This design comes from an exercise in tuning for small area, a short achievable clock period and few clock cycles per item on the open sky130 flow, not from production work. Only simulation tests tie the RTL to the original design; equivalence was not proved. Power is estimated from default activity; no workload was simulated.

<file path="flow/config.mk">
export PLATFORM = sky130hd
export DESIGN_NAME = mnist_classifier
export DESIGN_NICKNAME = mnist_classifier
export VERILOG_FILES = /design/flow/design.v
export SDC_FILE = /design/flow/constraint.sdc
export NUM_CORES = 4
export LEC_CHECK = 0
export CAP_MARGIN = 20
export CORE_MARGIN = 2
export CORE_UTILIZATION = 40
export SLEW_MARGIN = 20
export SYNTH_MEMORY_MAX_BITS = 32768
</file>
<file path="flow/constraint.sdc">
create_clock -name core_clock -period 8.0 [get_ports {clk}]
set_input_delay 1.6000 -clock core_clock [delete_from_list [all_inputs] [get_ports {clk}]]
set_output_delay 1.6000 -clock core_clock [all_outputs]
set_load 0.01 [all_outputs]
</file>
<file path="flow/design.v">
module mnist_classifier (
    input wire clk,
    input wire rst_n,
    input wire start,
    output reg [9:0] ram_addr,
    input wire       ram_data,
    output reg [3:0] prediction,
    output reg       done
);
    localparam IDLE = 2'd0, SCAN = 2'd1, FULL = 2'd2, FIN = 2'd3;
    localparam [9:0] FIRST = 10'd123, LAST = 10'd687;
    reg [1:0] state;
    reg       v;         
    reg       lastv;     
    reg [9:0] w;         
    reg [9:0] ink;
    reg [7:0] h0;
    reg [6:0] h1;
    reg [7:0] h2;
    reg [7:0] h3;
    reg [7:0] h4;
    reg [7:0] h5;
    reg [7:0] h6;
    reg [7:0] h7;
    reg [7:0] h8;
    reg [7:0] h9;
    reg [9:0] wn;
    always @(*) begin
        case (ram_addr)
            10'd123: wn = 10'b0000000100;
            10'd124: wn = 10'b0000000100;
            10'd125: wn = 10'b0001000100;
            10'd126: wn = 10'b0001000100;
            10'd127: wn = 10'b0001000100;
            10'd128: wn = 10'b0001000100;
            10'd129: wn = 10'b0001000100;
            10'd130: wn = 10'b0001000100;
            10'd149: wn = 10'b0000001100;
            10'd150: wn = 10'b0000001100;
            10'd151: wn = 10'b0000001100;
            10'd152: wn = 10'b0101001101;
            10'd153: wn = 10'b0101001101;
            10'd154: wn = 10'b0101001111;
            10'd155: wn = 10'b0101001111;
            10'd156: wn = 10'b0101001111;
            10'd157: wn = 10'b0101001111;
            10'd158: wn = 10'b0101001101;
            10'd159: wn = 10'b0100000101;
            10'd160: wn = 10'b0000000001;
            10'd176: wn = 10'b0000001100;
            10'd177: wn = 10'b0000001100;
            10'd178: wn = 10'b0100001100;
            10'd179: wn = 10'b0101101101;
            10'd180: wn = 10'b0101101101;
            10'd181: wn = 10'b1101101111;
            10'd182: wn = 10'b1101101111;
            10'd183: wn = 10'b1101101111;
            10'd184: wn = 10'b1101101111;
            10'd185: wn = 10'b1101101111;
            10'd186: wn = 10'b1100101111;
            10'd187: wn = 10'b0100101101;
            10'd188: wn = 10'b0100101101;
            10'd189: wn = 10'b0100100001;
            10'd190: wn = 10'b0000100000;
            10'd203: wn = 10'b0000001000;
            10'd204: wn = 10'b0000001100;
            10'd205: wn = 10'b0100001101;
            10'd206: wn = 10'b1110101101;
            10'd207: wn = 10'b1111101101;
            10'd208: wn = 10'b1111101101;
            10'd209: wn = 10'b1111101111;
            10'd210: wn = 10'b1111101111;
            10'd211: wn = 10'b1111101111;
            10'd212: wn = 10'b1111101111;
            10'd213: wn = 10'b1110111111;
            10'd214: wn = 10'b1110111111;
            10'd215: wn = 10'b1110111101;
            10'd216: wn = 10'b0100111101;
            10'd217: wn = 10'b0100100001;
            10'd218: wn = 10'b0000100001;
            10'd231: wn = 10'b0010000000;
            10'd232: wn = 10'b0010000000;
            10'd233: wn = 10'b1110110001;
            10'd234: wn = 10'b1111110101;
            10'd235: wn = 10'b1111110101;
            10'd236: wn = 10'b1111110101;
            10'd237: wn = 10'b1111101011;
            10'd238: wn = 10'b1111101111;
            10'd239: wn = 10'b1111101111;
            10'd240: wn = 10'b1110111111;
            10'd241: wn = 10'b1110111111;
            10'd242: wn = 10'b1110111111;
            10'd243: wn = 10'b1110111101;
            10'd244: wn = 10'b1110111101;
            10'd245: wn = 10'b0110110001;
            10'd246: wn = 10'b0100000001;
            10'd258: wn = 10'b0010000000;
            10'd259: wn = 10'b0010000000;
            10'd260: wn = 10'b1110010001;
            10'd261: wn = 10'b1111110001;
            10'd262: wn = 10'b1111110001;
            10'd263: wn = 10'b1111110001;
            10'd264: wn = 10'b1111110001;
            10'd265: wn = 10'b1111110011;
            10'd266: wn = 10'b1111101011;
            10'd267: wn = 10'b1011101111;
            10'd268: wn = 10'b1110111111;
            10'd269: wn = 10'b1110011111;
            10'd270: wn = 10'b1110011111;
            10'd271: wn = 10'b1110011101;
            10'd272: wn = 10'b1110011101;
            10'd273: wn = 10'b0110010001;
            10'd274: wn = 10'b0100000001;
            10'd275: wn = 10'b0000000001;
            10'd286: wn = 10'b0010000000;
            10'd287: wn = 10'b1010000001;
            10'd288: wn = 10'b1110110001;
            10'd289: wn = 10'b1111110001;
            10'd290: wn = 10'b1111110001;
            10'd291: wn = 10'b1111110001;
            10'd292: wn = 10'b1111110011;
            10'd293: wn = 10'b1111111011;
            10'd294: wn = 10'b0011101011;
            10'd295: wn = 10'b1010101111;
            10'd296: wn = 10'b1110011110;
            10'd297: wn = 10'b1110011111;
            10'd298: wn = 10'b1110011111;
            10'd299: wn = 10'b1110011101;
            10'd300: wn = 10'b1110010101;
            10'd301: wn = 10'b0110010001;
            10'd302: wn = 10'b0000000001;
            10'd303: wn = 10'b0000000001;
            10'd315: wn = 10'b1010010001;
            10'd316: wn = 10'b1111110001;
            10'd317: wn = 10'b1111110001;
            10'd318: wn = 10'b1111110001;
            10'd319: wn = 10'b1111111001;
            10'd320: wn = 10'b1101111011;
            10'd321: wn = 10'b0101101011;
            10'd322: wn = 10'b0101101010;
            10'd323: wn = 10'b1110111110;
            10'd324: wn = 10'b1110011110;
            10'd325: wn = 10'b1110011110;
            10'd326: wn = 10'b1110011101;
            10'd327: wn = 10'b1110011101;
            10'd328: wn = 10'b1110010101;
            10'd329: wn = 10'b0110000001;
            10'd330: wn = 10'b0000000001;
            10'd331: wn = 10'b0000000001;
            10'd342: wn = 10'b0000000001;
            10'd343: wn = 10'b1000010001;
            10'd344: wn = 10'b1001110001;
            10'd345: wn = 10'b1101110001;
            10'd346: wn = 10'b1101111001;
            10'd347: wn = 10'b1101111001;
            10'd348: wn = 10'b0101111011;
            10'd349: wn = 10'b0101101010;
            10'd350: wn = 10'b1100101010;
            10'd351: wn = 10'b1110111110;
            10'd352: wn = 10'b1111111110;
            10'd353: wn = 10'b1111011110;
            10'd354: wn = 10'b1111011101;
            10'd355: wn = 10'b1111011101;
            10'd356: wn = 10'b1111010101;
            10'd357: wn = 10'b0000000001;
            10'd358: wn = 10'b0000000001;
            10'd359: wn = 10'b0000000001;
            10'd360: wn = 10'b0000000001;
            10'd370: wn = 10'b0000010001;
            10'd371: wn = 10'b1001110001;
            10'd372: wn = 10'b1001110001;
            10'd373: wn = 10'b1101111001;
            10'd374: wn = 10'b1101111001;
            10'd375: wn = 10'b1101111001;
            10'd376: wn = 10'b0101111011;
            10'd377: wn = 10'b1101101010;
            10'd378: wn = 10'b1101111110;
            10'd379: wn = 10'b1111111110;
            10'd380: wn = 10'b1111111110;
            10'd381: wn = 10'b1111111110;
            10'd382: wn = 10'b1111011101;
            10'd383: wn = 10'b1111011101;
            10'd384: wn = 10'b1011010101;
            10'd385: wn = 10'b0001000001;
            10'd386: wn = 10'b0000000001;
            10'd387: wn = 10'b0000000001;
            10'd388: wn = 10'b0000000001;
            10'd397: wn = 10'b0000000001;
            10'd398: wn = 10'b0000010001;
            10'd399: wn = 10'b1001010001;
            10'd400: wn = 10'b1001110001;
            10'd401: wn = 10'b1101111001;
            10'd402: wn = 10'b1101111001;
            10'd403: wn = 10'b1101111001;
            10'd404: wn = 10'b1101111110;
            10'd405: wn = 10'b1101111110;
            10'd406: wn = 10'b1111111110;
            10'd407: wn = 10'b1111111110;
            10'd408: wn = 10'b1111111110;
            10'd409: wn = 10'b1111111100;
            10'd410: wn = 10'b1111111101;
            10'd411: wn = 10'b1011011101;
            10'd412: wn = 10'b0011011001;
            10'd413: wn = 10'b0001000001;
            10'd414: wn = 10'b0001000001;
            10'd415: wn = 10'b0000000001;
            10'd425: wn = 10'b0000000001;
            10'd426: wn = 10'b0000010001;
            10'd427: wn = 10'b1001010001;
            10'd428: wn = 10'b1001010001;
            10'd429: wn = 10'b1001110101;
            10'd430: wn = 10'b1101111101;
            10'd431: wn = 10'b1101111110;
            10'd432: wn = 10'b1101111110;
            10'd433: wn = 10'b1101111110;
            10'd434: wn = 10'b1111111110;
            10'd435: wn = 10'b1111111110;
            10'd436: wn = 10'b1111111110;
            10'd437: wn = 10'b1111111100;
            10'd438: wn = 10'b1111111101;
            10'd439: wn = 10'b1011111101;
            10'd440: wn = 10'b0001011001;
            10'd441: wn = 10'b0001000001;
            10'd442: wn = 10'b0001000001;
            10'd443: wn = 10'b0000000001;
            10'd453: wn = 10'b0000000001;
            10'd454: wn = 10'b0000010001;
            10'd455: wn = 10'b0001010101;
            10'd456: wn = 10'b1001010101;
            10'd457: wn = 10'b1101010101;
            10'd458: wn = 10'b1101010101;
            10'd459: wn = 10'b1101010110;
            10'd460: wn = 10'b1101010110;
            10'd461: wn = 10'b1111010110;
            10'd462: wn = 10'b1111010110;
            10'd463: wn = 10'b1111111110;
            10'd464: wn = 10'b1111111110;
            10'd465: wn = 10'b1111111101;
            10'd466: wn = 10'b1111111101;
            10'd467: wn = 10'b1011111101;
            10'd468: wn = 10'b0001011001;
            10'd469: wn = 10'b0001001001;
            10'd470: wn = 10'b0001000001;
            10'd471: wn = 10'b0000000001;
            10'd480: wn = 10'b0000000001;
            10'd481: wn = 10'b0000000001;
            10'd482: wn = 10'b0000000101;
            10'd483: wn = 10'b0001000101;
            10'd484: wn = 10'b0001010101;
            10'd485: wn = 10'b0101010101;
            10'd486: wn = 10'b0101010101;
            10'd487: wn = 10'b0101010110;
            10'd488: wn = 10'b0101010110;
            10'd489: wn = 10'b1111010110;
            10'd490: wn = 10'b1111010110;
            10'd491: wn = 10'b1111110110;
            10'd493: wn = 10'b1111111101;
            10'd494: wn = 10'b1111111101;
            10'd495: wn = 10'b0001111101;
            10'd496: wn = 10'b0001101101;
            10'd497: wn = 10'b0001001001;
            10'd498: wn = 10'b0001000001;
            10'd508: wn = 10'b0000000001;
            10'd509: wn = 10'b0000000101;
            10'd510: wn = 10'b0000000101;
            10'd511: wn = 10'b0001000101;
            10'd512: wn = 10'b0101000101;
            10'd513: wn = 10'b0101000101;
            10'd514: wn = 10'b0101000111;
            10'd515: wn = 10'b0101000110;
            10'd516: wn = 10'b0111010110;
            10'd517: wn = 10'b1111010110;
            10'd518: wn = 10'b1111010110;
            10'd519: wn = 10'b1111110111;
            10'd521: wn = 10'b1111111101;
            10'd522: wn = 10'b1111111101;
            10'd523: wn = 10'b0001101101;
            10'd524: wn = 10'b0001101101;
            10'd525: wn = 10'b0001001101;
            10'd526: wn = 10'b0000000001;
            10'd537: wn = 10'b0000000101;
            10'd538: wn = 10'b0000000101;
            10'd539: wn = 10'b0101000101;
            10'd540: wn = 10'b0101000101;
            10'd541: wn = 10'b0101000101;
            10'd542: wn = 10'b0101000111;
            10'd543: wn = 10'b0101000111;
            10'd544: wn = 10'b0111000110;
            10'd545: wn = 10'b1111010110;
            10'd546: wn = 10'b1111110111;
            10'd548: wn = 10'b1111111101;
            10'd549: wn = 10'b1111111101;
            10'd550: wn = 10'b1101111101;
            10'd551: wn = 10'b0001101101;
            10'd552: wn = 10'b0001001101;
            10'd553: wn = 10'b0001001101;
            10'd554: wn = 10'b0000000100;
            10'd565: wn = 10'b0000000101;
            10'd566: wn = 10'b0000100101;
            10'd567: wn = 10'b0100100101;
            10'd568: wn = 10'b0101100101;
            10'd569: wn = 10'b0101100101;
            10'd570: wn = 10'b0101100111;
            10'd571: wn = 10'b0111100111;
            10'd572: wn = 10'b0111100111;
            10'd576: wn = 10'b1111111101;
            10'd577: wn = 10'b1111111101;
            10'd578: wn = 10'b0101101101;
            10'd579: wn = 10'b0001101101;
            10'd580: wn = 10'b0000001101;
            10'd581: wn = 10'b0000000100;
            10'd593: wn = 10'b0000000001;
            10'd594: wn = 10'b0000101101;
            10'd595: wn = 10'b0100101101;
            10'd596: wn = 10'b0100101101;
            10'd597: wn = 10'b0101101111;
            10'd598: wn = 10'b0101101111;
            10'd599: wn = 10'b0111101111;
            10'd600: wn = 10'b1111101111;
            10'd604: wn = 10'b1111111101;
            10'd605: wn = 10'b1101111101;
            10'd606: wn = 10'b0101101101;
            10'd607: wn = 10'b0000101101;
            10'd608: wn = 10'b0000000100;
            10'd622: wn = 10'b0000001001;
            10'd623: wn = 10'b0100101101;
            10'd624: wn = 10'b0100101101;
            10'd625: wn = 10'b0100101111;
            10'd626: wn = 10'b0110101111;
            10'd627: wn = 10'b0110101111;
            10'd628: wn = 10'b1110101111;
            10'd629: wn = 10'b1110101111;
            10'd630: wn = 10'b1110101011;
            10'd631: wn = 10'b1110101011;
            10'd632: wn = 10'b1110101001;
            10'd633: wn = 10'b0100101001;
            10'd634: wn = 10'b0100101001;
            10'd651: wn = 10'b0000001000;
            10'd652: wn = 10'b0100101001;
            10'd653: wn = 10'b0100101001;
            10'd654: wn = 10'b0110101001;
            10'd655: wn = 10'b0110101001;
            10'd656: wn = 10'b1110101001;
            10'd657: wn = 10'b1110101001;
            10'd658: wn = 10'b1110101001;
            10'd659: wn = 10'b1110101001;
            10'd660: wn = 10'b0100101001;
            10'd661: wn = 10'b0100001000;
            10'd682: wn = 10'b0110000000;
            10'd683: wn = 10'b0110000000;
            10'd684: wn = 10'b0110000000;
            10'd685: wn = 10'b0110000000;
            10'd686: wn = 10'b0110000000;
            10'd687: wn = 10'b0100000000;
            default: wn = 10'b0;
        endcase
    end
    reg [9:0] nxt;
    reg       seg_end;
    always @(*) begin
        seg_end = 1'b1;
        case (ram_addr)
            10'd130: nxt = 10'd149;
            10'd160: nxt = 10'd176;
            10'd190: nxt = 10'd203;
            10'd218: nxt = 10'd231;
            10'd246: nxt = 10'd258;
            10'd275: nxt = 10'd286;
            10'd303: nxt = 10'd315;
            10'd331: nxt = 10'd342;
            10'd360: nxt = 10'd370;
            10'd388: nxt = 10'd397;
            10'd415: nxt = 10'd425;
            10'd443: nxt = 10'd453;
            10'd471: nxt = 10'd480;
            10'd498: nxt = 10'd508;
            10'd526: nxt = 10'd537;
            10'd554: nxt = 10'd565;
            10'd581: nxt = 10'd593;
            10'd608: nxt = 10'd622;
            10'd634: nxt = 10'd651;
            10'd661: nxt = 10'd682;
            default: begin nxt = ram_addr + 10'd1; seg_end = 1'b0; end
        endcase
    end
    wire pix = v & ram_data;
    wire [7:0] m12 = (h1 >= h2) ? h1 : h2;  wire [3:0] i12 = (h1 >= h2) ? 4'd1 : 4'd2;
    wire [7:0] m34 = (h3 >= h4) ? h3 : h4;  wire [3:0] i34 = (h3 >= h4) ? 4'd3 : 4'd4;
    wire [7:0] m56 = (h5 >= h6) ? h5 : h6;  wire [3:0] i56 = (h5 >= h6) ? 4'd5 : 4'd6;
    wire [7:0] m78 = (h7 >= h8) ? h7 : h8;  wire [3:0] i78 = (h7 >= h8) ? 4'd7 : 4'd8;
    wire [7:0] mA = (m12 >= m34) ? m12 : m34; wire [3:0] iA = (m12 >= m34) ? i12 : i34;
    wire [7:0] mB = (m56 >= m78) ? m56 : m78; wire [3:0] iB = (m56 >= m78) ? i56 : i78;
    wire [7:0] mC = (mA >= mB) ? mA : mB;     wire [3:0] iC = (mA >= mB) ? iA : iB;
    wire [7:0] mD = (mC >= h9) ? mC : h9;     wire [3:0] iD = (mC >= h9) ? iC : 4'd9;
    wire [3:0] best = (mD >= h0) ? iD : 4'd0;
    wire pass = ink >= 10'd5 && ink <= (ram_addr == 10'd784 ? 10'd700 : 10'd250);
    always @(posedge clk) begin
        if (!rst_n) begin
            state <= IDLE; done <= 1'b0; v <= 1'b0; lastv <= 1'b0; ram_addr <= FIRST;
        end else begin
            done <= 1'b0;
            case (state)
                IDLE: if (start) begin
                    state <= SCAN; v <= 1'b1; ram_addr <= nxt;
                end
                SCAN: begin
                    ram_addr <= nxt;
                    if (ram_addr == LAST) begin lastv <= 1'b1; state <= FIN; end
                end
                FULL: begin
                    v <= 1'b1;
                    ram_addr <= ram_addr + 10'd1;
                    if (ram_addr == 10'd783) begin lastv <= 1'b1; state <= FIN; end
                end
                FIN: begin
                    v <= 1'b0; lastv <= 1'b0;
                    if (!lastv) begin
                        if (pass || ram_addr == 10'd784) begin
                            prediction <= pass ? best : 4'd15;
                            done <= 1'b1; state <= IDLE; ram_addr <= FIRST;
                        end else begin
                            state <= FULL; ram_addr <= 10'd0;
                        end
                    end
                end
            endcase
        end
    end
    always @(posedge clk) begin
        if (state == IDLE || (state == FIN && !lastv)) ink <= 10'd0;
        else if (pix) ink <= ink + 10'd1;
        if (state == IDLE) begin
            h0 <= 8'd0;
            h1 <= 7'd0;
            h2 <= 8'd0;
            h3 <= 8'd0;
            h4 <= 8'd0;
            h5 <= 8'd0;
            h6 <= 8'd0;
            h7 <= 8'd0;
            h8 <= 8'd0;
            h9 <= 8'd0;
        end else begin
            if (pix & w[0]) h0 <= h0 + 8'd1;
            if (pix & w[1]) h1 <= h1 + 7'd1;
            if (pix & w[2]) h2 <= h2 + 8'd1;
            if (pix & w[3]) h3 <= h3 + 8'd1;
            if (pix & w[4]) h4 <= h4 + 8'd1;
            if (pix & w[5]) h5 <= h5 + 8'd1;
            if (pix & w[6]) h6 <= h6 + 8'd1;
            if (pix & w[7]) h7 <= h7 + 8'd1;
            if (pix & w[8]) h8 <= h8 + 8'd1;
            if (pix & w[9]) h9 <= h9 + 8'd1;
        end
        w <= (state == FULL) ? 10'd0 : wn;
    end
endmodule
</file>
<file path="flow/run.sh">
#!/bin/bash
# synth_recipe.tcl (not shown) runs the flow's synth.tcl, then flattens the netlist and writes it again
# the make line also repeats each setting of config.mk as NAME=value (left out here)
make -C /OpenROAD-flow-scripts/flow DESIGN_CONFIG=/design/flow/config.mk WORK_HOME=/design/flow/orfs CLKGATE_MAP_FILE= SYNTH_SCRIPT=/design/flow/synth_recipe.tcl finish
</file>
==> summary.txt <==
Worst setup path
  • Setup slack, reg-to-reg: 0.20 ns
  • Worst R2R Path Depth: 37
  • Slowest-stage cell, CP: dfxtp_1
  • R2r endpoint: prediction[3]$_SDFFCE_PN1P_
  • Crit end category: flip-flop
  • Worst Setup Start Kind: flip-flop
  • Critical Path Most Common Cell: ha_1
  • Worst EP arrival: 7.93 ns
  • CP max FO: 5
  • Setup crit end: prediction[3]$_SDFFCE_PN1P_
  • Worst EP required: 8.13 ns
  • Largest stage delay, worst path: 0.39 ns
  • Critical path class: reg -> reg
  • Critical path origin: h1[0]$_SDFFE_PP0P_
  • Critical register-to-register path startpoint: h1[0]$_SDFFE_PP0P_

Synthesis
  • Netlist Area Pre-Place: 0.0117 mm^2
  • FF+latch count, synth: 118
  • Post-synth EDFFs: 4
  • Share of the synthesized area in the top cell type: 0.195
  • Syn. warnings: 1
  • Synthesized Nets: 1,721
  • Syn_area_per_cell: 7.36 um^2
  • Syn Inst Count: 1,594
  • Cell accounting for the most synthesized area: dfxtp_1
  • Ys async rst share: 0
  • Post-synthesis sequential area ratio: 0.205
  • Main synth FF type: dfxtp_1
  • Area contributors post-synth: dfxtp_1 19%, ha_1 13%, nor2_1 6.3%, a21oi_1 5.3%, xnor2_1 4.1%
  • Cell variety after synth: 82

Clocking
  • Clk slew on worst S/H paths: 0.05 ns
  • H-Tree Depth: 4
  • CTS Buf Count: 17
  • CTS tree: built
  • Clock Path Buffers: 2
  • Root buffer cell: clkbuf_16
  • Clock latency (worst-skew pair): 0.43 ns
  • Clk sinks: 118
  • Hold_buf cts: 0

Die
  • Die extent in y: 175 um
  • Die X: 175 um
  • Die footprint: 0.0307 mm^2
  • Row cnt: 62
  • Core area: 0.0288 mm^2
  • Ports: 19
  • Starting density of the core: 0.407

Job
  • Max-cap violations: 0

Timing
  • Relative slew slack: 0.292
  • Tightest Pin Transition: 1.06 ns
  • F_max: 128 MHz
  • Setup violators final: 0
  • Setup TNS: 0 ns
  • Tcrit/Tclk final: 0.975
  • Final Hold Vio Count: 0
  • Clock Skew: 0.0107 ns
  • Post-route minimum period: 7.80 ns
  • Final Max Slew Viols: 0

Pwr
  • VDD IR max: 0.216 mV
  • Power density cells: 264 mW/mm^2
  • P_leak: 5.12 nW

Cells and area
  • Final core utilization: 0.465
  • Share of cells above drive strength 1: 0.120
  • Area of the multi-input gates: 0.00871 mm^2
  • # diodes: 0
  • Register area: 0.00242 mm^2
  • Synth-to-Final Area Change: 14.1%
  • Filler instances: 2,863
  • Final Cell Area: 0.0134 mm^2
  • Nets: 1,724

Drt
  • Wire per inst: 21.6 um
  • DRT Wirelength: 43,200 um
  • Via density: 6.28
  • Met3 wire len: 4120 um
  • DRC errors left: 0
  • Top sig layer: met4
  • Via count: 12,500
  • Antenna viol nets, final: 0
  • M1 WL: 17,900 um
  • First-pass DRT Iterations: 6
  • WL met2: 18,800 um
  • Initial DRC Count: 1,391

GRT
  • Vias in the first global route: 11,800
  • GRT overflow: 0
  • Largest net degree at the start of global routing: 82
  • Global-route wire length before repair: 67,000 um
  • GRT Util Overall: 0.277
  • Initial antenna violation count: 0

Place
  • Port bufs: 18
  • Gpl congestion: 1.05
  • Hpwl dp: 30,100 um
  • Placed cell area: 0.0123 mm^2

Status
  • Status: timing/DRC/antenna clean

Worst hold path
  • Hold Crit Class: reg -> reg
==> sequential cells by signal (all words and copies together) (netlist names) <==
signal      flops
h4              8
v               1
h2              8
lastv           1
h0              8
h8              8
done            1
h5              8
h3              8
w              10
h7              8
prediction      4
h1              7
state           2
ink            10
h6              8
ram_addr       10
h9              8
==> area by class of cell <==
cell class              count  share of cell area
multi-input cells        1276               0.651
flip-flops and latches    118               0.181
repair buffers            102              0.0648
well taps                 384              0.0359
clock buffers              22              0.0347
inverters                  82              0.0230
clock inverters            10             0.00963
==> critical path, delay by kind of cell, from the launching register on <==
| kind | cells | cell delay (ns) |
|---|---|---|
| AOI/OAI and AO/OA | 18 | 3.56 |
| and+or+nand+nor | 8 | 0.82 |
| muxes | 2 | 0.71 |
| adders and majority gates | 5 | 1.46 |
| DFF | 1 | 0.39 |
| buffers and inverters | 4 | 0.57 |
==> routing by layer <==
layer,track usage,vias up
met2,0.420,702
met4,0.143,0
met1,0.367,5850
met3,0.0616,169
li1,-,5806
met5,0,-
==> report_power, final <==
part           switching (mW)  leakage (nW)  internal, mW
Combinational            1.45          3.86         0.601
Sequential             0.0788         0.960         0.626
Clock                   0.275         0.297         0.503
Total                    1.81          5.12          1.73
==> synth_stat cells, types with 7 or more instances <==
| cell type | number |
|---|---|
| nand3_1 | 62 |
| clkbuf_1 | 57 |
| mux2_2 | 10 |
| a41oi_1 | 8 |
| o211ai_1 | 11 |
| ha_1 | 123 |
| and4_1 | 12 |
| o31ai_1 | 10 |
| o221ai_1 | 12 |
| nand2_1 | 121 |
| xnor2_1 | 55 |
| nor2_1 | 198 |
| o31a_1 | 7 |
| o22ai_1 | 20 |
| nor2b_1 | 16 |
| nand2b_1 | 28 |
| xor2_1 | 24 |
| nor3_1 | 30 |
| a31oi_1 | 32 |
| nand4_1 | 35 |
| o21a_1 | 11 |
| o21ai_1 | 8 |
| a21o_1 | 22 |
| nor4_1 | 11 |
| buf_2 | 37 |
| mux2i_1 | 35 |
| and3_1 | 18 |
| a21oi_1 | 124 |
| a211oi_1 | 18 |
| a2bb2oi_1 | 8 |
| o21ai_0 | 81 |
| inv_1 | 78 |
| buf_1 | 19 |
| a221oi_1 | 8 |
| dfxtp_1 | 114 |
==> worst min-delay path by stage <==
stage                                  start                  to  slack, ns  depth (start not counted)
after floorplan              w[1]$_SDFF_PP0_  h1[1]$_SDFFE_PP0P_       0.47                          2
after global placement       w[1]$_SDFF_PP0_  h1[1]$_SDFFE_PP0P_       0.49                          2
after detailed placement     w[1]$_SDFF_PP0_  h1[1]$_SDFFE_PP0P_       0.50                          2
after CTS                    w[1]$_SDFF_PP0_  h1[1]$_SDFFE_PP0P_       0.51                          2
after global routing      h1[1]$_SDFFE_PP0P_  h1[1]$_SDFFE_PP0P_       0.55                          2
final                        w[1]$_SDFF_PP0_  h1[1]$_SDFFE_PP0P_       0.50                          2
==> layout by cell type (no fill, tap or decap), types with 12 or more instances in the layout <==
master	synthesis	routed
mux2i_1	35	24
dfxtp_1	114	101
nand2_1	121	120
and4_1	12	12
o21ai_0	81	76
buf_4	2	76
a21oi_1	124	116
o221ai_1	12	12
nand2b_1	28	28
xnor2_1	55	55
a21o_1	22	22
nor2b_1	16	16
a31oi_1	32	32
and3_1	18	18
xor2_1	24	24
clkdlybuf4s50_1	0	18
inv_1	78	77
nor3_1	30	29
o22ai_1	20	19
ha_1	123	121
a211oi_1	18	13
clkbuf_16	0	18
nand4_1	35	35
nand3_1	62	62
nor2_1	198	196
==> stage by stage <==
| step | hold WS (ns) | cells | setup WS, ns | total power, mW |
|---|---|---|---|---|
| after floorplan | 0.470 | 1594 | 0.0631 | 2.02 |
| after global placement | 0.486 | 1938 | -0.0581 | 2.67 |
| after detailed placement | 0.495 | 1938 | -0.164 | 2.65 |
| after CTS | 0.510 | 1972 | 0.0459 | 3.44 |
| after global routing | 0.548 | 1994 | -0.131 | 3.68 |
| final | 0.504 | 1994 | 0.199 | 3.54 |
==> kinds of logic (layout without fill, tap and decap cells) <==
logic type,count (synthesis),after routing,synth area share
compound gates,459,459,0.260
flops,118,118,0.205
buf+inv,200,216,0.0705
xor+xnor,79,79,0.0590
simple gates,568,568,0.231
mux,47,47,0.0433
fa+ha+maj,123,123,0.131
==> timing repair <==
item                                    4_1_cts  5_1_grt
pin swaps                                     2       27
setup buffers                                 2       21
resized for setup                             5       61
gates cloned                                  0        1
endpoints found under the setup margin        4        4
Testbench counts, summed over its fixed seeds: cycles 64,520, items 192.

## re-timing with driven ports
How much do the figures lean on ideal ports? The routed layout below was timed once more, with nothing changed but the port constraints. Step 1: set_driving_cell puts a clkbuf_16 on clk and a buf_2 on each other input, an assumption about the parent block. Step 2 times the ports against the registers' clock, not the clock port: input delays grow and output delays shrink by t, the midpoint of the rising clock arrivals with the driver on. Three values: ideal, step 1, step 2; two values: the first two.
t, ns: 0.473
slack for setup (ns): 0.199 / 0.199 / 0.199
worst setup path at the end: register to register
latest minus earliest clock arrival (ns): 0.011 / 0.012
worst data-port slew with drivers (ns): 0.03
After both steps setup and hold are still met in this run. For this run, drivers alone change the setup slack by 0.000 ns; drivers and shift together by 0.000 ns.
